This is an optimization exercise on Yosys and OpenROAD, whose aim is small area, a short achievable clock period and few clock cycles per item, not a production implementation.
The RTL was checked by simulation tests, not by an equivalence proof against the original design.
No activity file was given, so power comes from the tool's default toggle rates.

==> flow/design.v <==
`timescale 1ns / 1ps
`default_nettype none
module Final_p(quotient, remainder, done, rowk, columnk, equal, clk, rst);
output [15:0] quotient, remainder;
output done;
input equal, clk, rst;
input [3:0] rowk, columnk;
wire row_ok = (rowk == 4'd1) | (rowk == 4'd2) | (rowk == 4'd4) | (rowk == 4'd8);
wire col_ok = (columnk == 4'd1) | (columnk == 4'd2) | (columnk == 4'd4) | (columnk == 4'd8);
wire kv = row_ok & col_ok;
wire [3:0] d;
assign d[3] = rowk[3] | (rowk[2] & ~columnk[1]) | (rowk[1] & columnk[3]);
assign d[2] = rowk[3] | (rowk[1] & ~columnk[3]) | (rowk[0] & columnk[3]);
assign d[1] = ((rowk[3] | rowk[2]) & (columnk[3] | columnk[2])) |
              ((rowk[1] | rowk[0]) & (columnk[2] | columnk[1]));
assign d[0] = (rowk[3] & (columnk[3] | columnk[1])) | (rowk[2] & (columnk[3] | columnk[0])) |
              ((rowk[1] | rowk[0]) & (columnk[2] | columnk[0]));
reg prev_kv;
wire press = kv & ~prev_kv;
reg [2:0] cnt;		 
reg full;		 
reg [15:0] r;		 
reg [15:0] dv;		 
reg [15:0] q;		 
reg [4:0] p;		 
reg nz;			 
wire dnz = (d != 4'd0);
wire first = (cnt == 3'd4);
wire last = (cnt == 3'd7);
wire nzp = nz & ~first;					 
wire [3:0] nd = d[3] ? d : d[2] ? {d[2:0], 1'b0} : d[1] ? {d[1:0], 2'b0} : {d[0], 3'b0};
wire [2:0] pdec = ~cnt[2] ? 3'd1 : (nzp | d[3]) ? 3'd4 : d[2] ? 3'd3 : d[1] ? 3'd2 : 3'd1;
wire [4:0] pn = p - {2'b00, pdec};
reg [4:0] pa;
always @(*) begin
	case ({cnt[1:0], d[3], d[2], d[1]})
		5'b00100, 5'b00101, 5'b00110, 5'b00111: pa = 5'd12;
		5'b00010, 5'b00011: pa = 5'd11;
		5'b00001: pa = 5'd10;
		5'b00000: pa = 5'd9;
		5'b01100, 5'b01101, 5'b01110, 5'b01111: pa = 5'd8;
		5'b01010, 5'b01011: pa = 5'd7;
		5'b01001: pa = 5'd6;
		5'b01000: pa = 5'd5;
		5'b10100, 5'b10101, 5'b10110, 5'b10111: pa = 5'd4;
		5'b10010, 5'b10011: pa = 5'd3;
		5'b10001: pa = 5'd2;
		5'b10000: pa = 5'd1;
		5'b11100, 5'b11101, 5'b11110, 5'b11111: pa = 5'd0;
		5'b11010, 5'b11011: pa = 5'd31;
		5'b11001: pa = 5'd30;
		default: pa = 5'd29;
	endcase
end
wire [3:0] val = nzp ? d : nd;
wire [6:0] t = {3'b000, val} << p[1:0];
wire [4:0] nib;				 
assign nib[0] = (p[4:2] == 3'b111);
assign nib[1] = (p[4:2] == 3'b000);
assign nib[2] = (p[4:2] == 3'b001);
assign nib[3] = (p[4:2] == 3'b010);
assign nib[4] = (p[4:2] == 3'b011);
wire [15:0] placed;
genvar gi;
generate
	for (gi = 0; gi < 16; gi = gi + 1) begin : pl_bits
		if (gi % 4 == 3) begin : hi
			assign placed[gi] = nib[gi / 4 + 1] & t[3];
		end
		else begin : lo
			assign placed[gi] = (nib[gi / 4 + 1] & t[gi % 4]) | (nib[gi / 4] & t[gi % 4 + 4]);
		end
	end
endgenerate
wire run = ~((p[4:2] == 3'b011) | (p[4:2] == 3'b100) | (p[4:2] == 3'b101) | (p[4:2] == 3'b110));
wire step = full & run;
wire [16:0] diff = {1'b0, r} - {1'b0, dv};
wire ge = ~diff[16];
assign done = equal & full & ~run;
assign quotient = q;
assign remainder = r;
always @(posedge clk or posedge rst) begin
	if (rst) begin
		prev_kv <= 1'b0;
		cnt <= 3'd0;
		full <= 1'b0;
	end
	else begin
		prev_kv <= kv;
		if (press) begin
			cnt <= {cnt[2] ^ (cnt[1] & cnt[0]), cnt[1] ^ cnt[0], ~cnt[0]};
			full <= last;
		end
	end
end
always @(posedge clk) begin
	if (press & ~cnt[2])
		r <= {r[11:0], d};
	else if (step & ge)
		r <= diff[15:0];
	if ((press & cnt[2]) | step)
		dv <= cnt[2] ? ((first ? 16'd0 : dv) | placed) : {1'b0, dv[15:1]};
	if ((press & last) | step)
		q <= cnt[2] ? 16'd0 : {q[14:0], ge};
	if (press) begin
		if (~cnt[2]) begin
			if (cnt[1:0] == 2'd0)
				p <= dnz ? pa : 5'b11100;
			else if (~nz & dnz)
				p <= pa;
			nz <= (nz & (cnt[1:0] != 2'd0)) | dnz;
		end
		else begin
			nz <= nzp | dnz;
			if (nzp | dnz)
				p <= pn;
			else if (last)
				p <= 5'd11;		 
		end
	end
	else if (step)
		p <= pn;
end
endmodule
`default_nettype wire
==> flow/config.mk <==
export PLATFORM = sky130hd
export DESIGN_NAME = Final_p
export DESIGN_NICKNAME = Final_p
export VERILOG_FILES = /design/flow/design.v
export SDC_FILE = /design/flow/constraint.sdc
export NUM_CORES = 4
export LEC_CHECK = 0
export CAP_MARGIN = 20
export CORE_MARGIN = 2
export CORE_UTILIZATION = 65
export PLACE_DENSITY = 0.8
export SETUP_SLACK_MARGIN = 1.3
export SLEW_MARGIN = 20
export TNS_END_PERCENT = 10
==> flow/constraint.sdc <==
create_clock -name core_clock -period 4.0 [get_ports {clk}]
set_input_delay 0.8000 -clock core_clock [delete_from_list [all_inputs] [get_ports {clk}]]
set_output_delay 0.8000 -clock core_clock [all_outputs]
set_load 0.01 [all_outputs]
standard.sh (not shown) runs the stock make flow with config.mk's settings and CLKGATE_MAP_FILE= SYNTH_SCRIPT=/design/flow/synth_recipe.tcl, a recipe that flattens the netlist after the stock synthesis.
==> flow/flow/run.sh <==
#!/bin/bash
# The standard layout (standard.sh), with these make settings changed:
#  - plain sky130_fd_sc_hd__buf_1 cells as the port buffers (every port still gets one);
#  - MATCH_CELL_FOOTPRINT=0: the resizer may swap a cell for any other of the
#    same function;
#  - CTS_ARGS: clock tree synthesis without dummy loads.
# Synthesis is the standard one.  The full make output goes to standard.log.
set -u
bash standard.sh finish \
  'BUFFER_PORTS_ARGS=-buffer_cell sky130_fd_sc_hd__buf_1' \
  MATCH_CELL_FOOTPRINT=0 \
  'CTS_ARGS=-sink_clustering_enable -repair_clock_nets -dont_use_dummy_load -buf_list sky130_fd_sc_hd__clkbuf_8 -sink_clustering_size 40 -sink_clustering_max_diameter 200' > standard.log 2>&1
Testbench counts at the start, summed over its fixed seeds: cycles 9,363, divisions 1,600.
Next try:
--- a/flow/design.v
+++ b/flow/design.v
@@ -71,9 +71,9 @@
 			assign placed[gi] = (nib[gi / 4 + 1] & t[gi % 4]) | (nib[gi / 4] & t[gi % 4 + 4]);
 		end
 	end
 endgenerate
-wire run = ~((p[4:2] == 3'b011) | (p[4:2] == 3'b100) | (p[4:2] == 3'b101) | (p[4:2] == 3'b110));
+wire run = nz & ~((p[4:2] == 3'b011) | (p[4:2] == 3'b100) | (p[4:2] == 3'b101) | (p[4:2] == 3'b110));
 wire step = full & run;
 wire [16:0] diff = {1'b0, r} - {1'b0, dv};
 wire ge = ~diff[16];
 assign done = equal & full & ~run;
@@ -100,9 +100,9 @@
 		r <= diff[15:0];
 	if ((press & cnt[2]) | step)
 		dv <= cnt[2] ? ((first ? 16'd0 : dv) | placed) : {1'b0, dv[15:1]};
 	if ((press & last) | step)
-		q <= cnt[2] ? 16'd0 : {q[14:0], ge};
+		q <= cnt[2] ? {16{~(nzp | dnz)}} : {q[14:0], ge};
 	if (press) begin
 		if (~cnt[2]) begin
 			if (cnt[1:0] == 2'd0)
 				p <= dnz ? pa : 5'b11100;
@@ -113,10 +113,8 @@
 		else begin
 			nz <= nzp | dnz;
 			if (nzp | dnz)
 				p <= pn;
-			else if (last)
-				p <= 5'd11;		 
 		end
 	end
 	else if (step)
 		p <= pn;
=> The new run produced a clean layout. Synthesized cell count grows by 5.3%. Global-route usage went up by 1.6 points. Hold slack improved by 0.0066 ns. Cell area rises by 4.2%. Non-clock buffer count rises by 7. Maximum frequency stays flat. Synthesized area grows by 1.9%. Cell count rises by 5.5%. Sequential power is lower by about 10%. Flip-flop and latch count stays the same. Wire length is higher by 4.3%. Core utilization drops by 0.45 points.
Testbench counts after the change, summed over its fixed seeds: cycles 9,363, divisions 1,600.

re-timing with driven ports:
Ports are ideal in the flow. The routed layouts listed here were re-timed in OpenROAD.
Step 1 (the two cells are an assumption about what drives the block):
set clk [get_ports {clk}]
set_driving_cell -lib_cell sky130_fd_sc_hd__clkbuf_16 $clk
set_driving_cell -lib_cell sky130_fd_sc_hd__buf_2 [delete_from_list [all_inputs] $clk]
Step 2 times the ports against the registers' clock, not the clock port: input delays grow and output delays shrink by t, the midpoint of the rising clock arrivals with the driver on.
a / b / c = ideal / step 1 / step 2; a / b = the first two.
run	shift t [ns]	setup WS [ns]	hold slack, ns	latest minus earliest clock arrival (ns)	pins driven straight from the clock port
the first run	0.363	1.352 / 1.352 / 1.013	0.323 / 0.313 / 0.568	0.020 / 0.020	1
the second run	0.360	1.360 / 1.360 / 1.027	0.330 / 0.321 / 0.585	0.021 / 0.021	1
After both steps setup and hold are still met in every run listed. For the first run, which loses most, drivers alone change the setup slack by 0.000 ns; drivers and shift together by -0.339 ns.
